Context: an optimization exercise on an open-source flow, tuned for small area. The choices shown serve that exercise and are no tape-out recipe.
In this exercise RTL edits were held to simulation tests only and were not proved equivalent to the original.
Power is estimated from default activity; no workload was simulated.

// twin_77_ad_sign_43
module twin_77_ad_sign_43(
  input CLK,
  input rst,
  input PSW0,
  output LED0,
  output LED1,
  output LED2,
  output trans1,
  output trans2,
  output trans3,
  output trans4,
  output trans5,
  output trans6,
  output trans7,
  output trans8,
  output trans9,
  output trans10,
  output trans11,
  output trans12,
  output trans13,
  output trans14,
  output trans15,
  output trans16,
  output trans17,
  output trans18,
  output trans19,
  output trans20,
  output trans21,
  output trans22,
  output trans23,
  output trans24,
  output trans25,
  output trans26,
  output trans27,
  output trans28,
  output trans29,
  output trans30,
  output trans31,
  output trans32,
  output trans33,
  output trans34,
  output trans35,
  output trans36,
  output trans37,
  output trans38,
  output trans39,
  output trans40,
  output trans41,
  output trans42,
  output trans43,
  output trans44,
  output trans45,
  output trans46,
  output trans47,
  output trans48,
  output trans49
);
  reg [10:0] base;
  reg        first;
  wire       wrap = base[10] & base[7] & base[6] & base[5] & base[0];  
  always @(posedge CLK) begin
    if (rst) begin
      base  <= 11'd0;
      first <= 1'b1;
    end else begin
      base <= wrap ? 11'd0 : base + 11'd1;
      if (wrap) first <= 1'b0;
    end
  end
  reg [1:0]  psw0_reg;
  reg [19:0] lfsr;
  reg [2:0]  psw0_smp_reg;
  reg        psw0_filt_reg;
  reg [6:0]  sel;
  wire smp_pulse = (lfsr == 20'h36dff);
  ...
For scale: ~880 cells after synthesis, ~55 I/O pins, roughly 0.0053 mm^2 of cells after synthesis.
Settings: LEC_CHECK=0, CAP_MARGIN=5, CELL_PAD_IN_SITES_DETAIL_PLACEMENT=2, CELL_PAD_IN_SITES_GLOBAL_PLACEMENT=3, CORE_MARGIN=2, CORE_UTILIZATION=30, CTS_BUF_LIST=sky130_fd_sc_hd__clkbuf_8, GPL_TIMING_DRIVEN=0, PLACE_DENSITY=0.35, SLEW_MARGIN=5; clock period 10.0 ns.
standard.sh (not shown) runs the stock make flow with config.mk's settings and CLKGATE_MAP_FILE= SYNTH_SCRIPT=/design/flow/synth_recipe.tcl, a recipe that flattens the netlist after the stock synthesis.
==> flow/flow/run.sh <==
#!/bin/bash
# Standard synthesis, then an area-oriented ABC re-mapping of its combinational logic (the
# registers stay exactly as the standard synthesis made them), then the standard layout steps.
set -euo pipefail
W=$(pwd)
R=$W/orfs/results/$FLOW_PLATFORM/twin_77_ad_sign_43/base
LIB=$FLOW_HOME/platforms/$FLOW_PLATFORM/lib/sky130_fd_sc_hd__tt_025C_1v80.lib

bash standard.sh synth > $W/log_1_standard_synth.txt 2>&1

cp $R/1_2_yosys.v $W/std_1_2_yosys.v
sed -e "s#{LIB}#$LIB#g" -e "s#{IN}#$W/std_1_2_yosys.v#g" -e "s#{TOP}#$FLOW_TOP#g" \
    -e "s#{SCRIPT}#$W/flow/area.script#g" -e "s#{OUT}#$W/reabc.v#g" -e "s#{OUTDIR}#$W#g" \
    flow/reabc.ys > $W/reabc_run.ys
yosys -s $W/reabc_run.ys > $W/log_2_reabc.txt 2>&1

cp $W/reabc.v $R/1_2_yosys.v
rm -f $R/1_synth.odb
touch $R/1_2_yosys.v

export BUFFER_PORTS_ARGS="-buffer_cell sky130_fd_sc_hd__buf_1"
# the standard CTS options (as cts.tcl builds them from config.mk), without dummy loads
cfg() { sed -n "s/^export $1 = //p" config.mk; }
CTS_ARGS="-sink_clustering_enable -repair_clock_nets -dont_use_dummy_load"
if [[ -n "$(cfg CTS_BUF_LIST)" ]]; then CTS_ARGS="$CTS_ARGS -buf_list {$(cfg CTS_BUF_LIST)}"; fi
if [[ -n "$(cfg CTS_CLUSTER_SIZE)" ]]; then CTS_ARGS="$CTS_ARGS -sink_clustering_size $(cfg CTS_CLUSTER_SIZE)"; fi
if [[ -n "$(cfg CTS_CLUSTER_DIAMETER)" ]]; then CTS_ARGS="$CTS_ARGS -sink_clustering_max_diameter $(cfg CTS_CLUSTER_DIAMETER)"; fi
export CTS_ARGS
bash standard.sh finish > $W/log_3_layout.txt 2>&1
==> flow/flow/area.script <==
strash
&get -n
&st
&deepsyn -T 60
&dch -f
&nf -R 1000
&put
==> flow/flow/reabc.ys <==
# Re-map the combinational logic of the standard synthesis netlist with an area-oriented
# ABC script. Flip-flop cells are kept as they are (same instances, names and cell types).
read_liberty -ignore_miss_func {LIB}
read_verilog {IN}
hierarchy -top {TOP}
setattr -mod -set keep_hierarchy 1 sky130_fd_sc_hd__df* sky130_fd_sc_hd__sdf* sky130_fd_sc_hd__edf*
flatten
rename -hide w:*.*
opt -purge
tee -o {OUTDIR}/reabc_before.txt stat -liberty {LIB}
abc -script {SCRIPT} -liberty {LIB} -dont_use *probe* -dont_use *lpflow*
setundef -zero
splitnets
opt_clean -purge
hilomap -singleton -hicell sky130_fd_sc_hd__conb_1 HI -locell sky130_fd_sc_hd__conb_1 LO
insbuf -buf sky130_fd_sc_hd__buf_4 A X
opt_clean -purge
check
blackbox sky130_fd_sc_hd__*
tee -o {OUTDIR}/reabc_after.txt stat -liberty {LIB}

write_verilog -noattr -nohex -nodec {OUT}
The baseline completed, yet does not pass: max-capacitance violations, max-slew violations.
Then changed:
==> flow/config.mk (replaced) <==
export PLATFORM = sky130hd
export DESIGN_NAME = twin_77_ad_sign_43
export DESIGN_NICKNAME = twin_77_ad_sign_43
export VERILOG_FILES = /design/flow/design.v
export SDC_FILE = /design/flow/constraint.sdc
export NUM_CORES = 4
export LEC_CHECK = 0
export CAP_MARGIN = 10
export CELL_PAD_IN_SITES_DETAIL_PLACEMENT = 2
export CELL_PAD_IN_SITES_GLOBAL_PLACEMENT = 4
export CORE_MARGIN = 2
export CORE_UTILIZATION = 25
export CTS_BUF_LIST = sky130_fd_sc_hd__clkbuf_8
export CTS_CLUSTER_DIAMETER = 500
export CTS_CLUSTER_SIZE = 50
export GPL_TIMING_DRIVEN = 0
export PLACE_DENSITY = 0.3
export SLEW_MARGIN = 10
The changed run finished clean. Worst setup slack is better by 530 ps. Sequential share of layout area falls by 0.34 points. Final area came out higher by about 2.4%. Area after synthesis hardly moves. Clock power barely changes. Core utilization came out lower by 5.4 points. Non-clock buffer count climbs by 3. Final cell count rose by about 5%. Power grows by 0.92%. Global-route usage went down by 6.2 points.
Then changed:
--- a/flow/flow/run.sh
+++ b/flow/flow/run.sh
@@ -20,10 +20,4 @@
 
 export BUFFER_PORTS_ARGS="-buffer_cell sky130_fd_sc_hd__buf_1"
-# the standard CTS options (as cts.tcl builds them from config.mk), without dummy loads
-cfg() { sed -n "s/^export $1 = //p" config.mk; }
-CTS_ARGS="-sink_clustering_enable -repair_clock_nets -dont_use_dummy_load"
-if [[ -n "$(cfg CTS_BUF_LIST)" ]]; then CTS_ARGS="$CTS_ARGS -buf_list {$(cfg CTS_BUF_LIST)}"; fi
-if [[ -n "$(cfg CTS_CLUSTER_SIZE)" ]]; then CTS_ARGS="$CTS_ARGS -sink_clustering_size $(cfg CTS_CLUSTER_SIZE)"; fi
-if [[ -n "$(cfg CTS_CLUSTER_DIAMETER)" ]]; then CTS_ARGS="$CTS_ARGS -sink_clustering_max_diameter $(cfg CTS_CLUSTER_DIAMETER)"; fi
-export CTS_ARGS
+export CTS_ARGS="-sink_clustering_enable -repair_clock_nets -dont_use_dummy_load"
 bash standard.sh finish > $W/log_3_layout.txt 2>&1
==> flow/config.mk (replaced) <==
export PLATFORM = sky130hd
export DESIGN_NAME = twin_77_ad_sign_43
export DESIGN_NICKNAME = twin_77_ad_sign_43
export VERILOG_FILES = /design/flow/design.v
export SDC_FILE = /design/flow/constraint.sdc
export NUM_CORES = 4
export LEC_CHECK = 0
export CAP_MARGIN = 20
export CORE_MARGIN = 2
export CORE_UTILIZATION = 60
export SLEW_MARGIN = 20
The changed run failed in global routing (5_1_grt).
Area after synthesis hardly moves.
Synthesized cell count came out lower by 0.79%.

what the ideal ports hide:
How much do the figures lean on ideal ports? The routed layouts below were timed once more, with nothing changed but the port constraints. Step 1, drivers: a clkbuf_16 drives CLK and a buf_2 each remaining input, both assumed. Step 2 adds t to the input delays and takes it off the output delays; t is the mean of the earliest and latest rising clock arrival at the registers after step 1. Input paths then give back, and output paths get back, about the clock's delay inside the block. Three values: ideal ports, drivers, drivers and shift; two values: the first two.
run | t, ns | slack for setup (ns) | hold WS [ns]
the first run | 0.338 | 1.895 / 1.862 / 2.199 | 0.450 / 0.450 / 0.450
the second run | 0.334 | 2.425 / 2.392 / 2.726 | 0.445 / 0.445 / 0.445
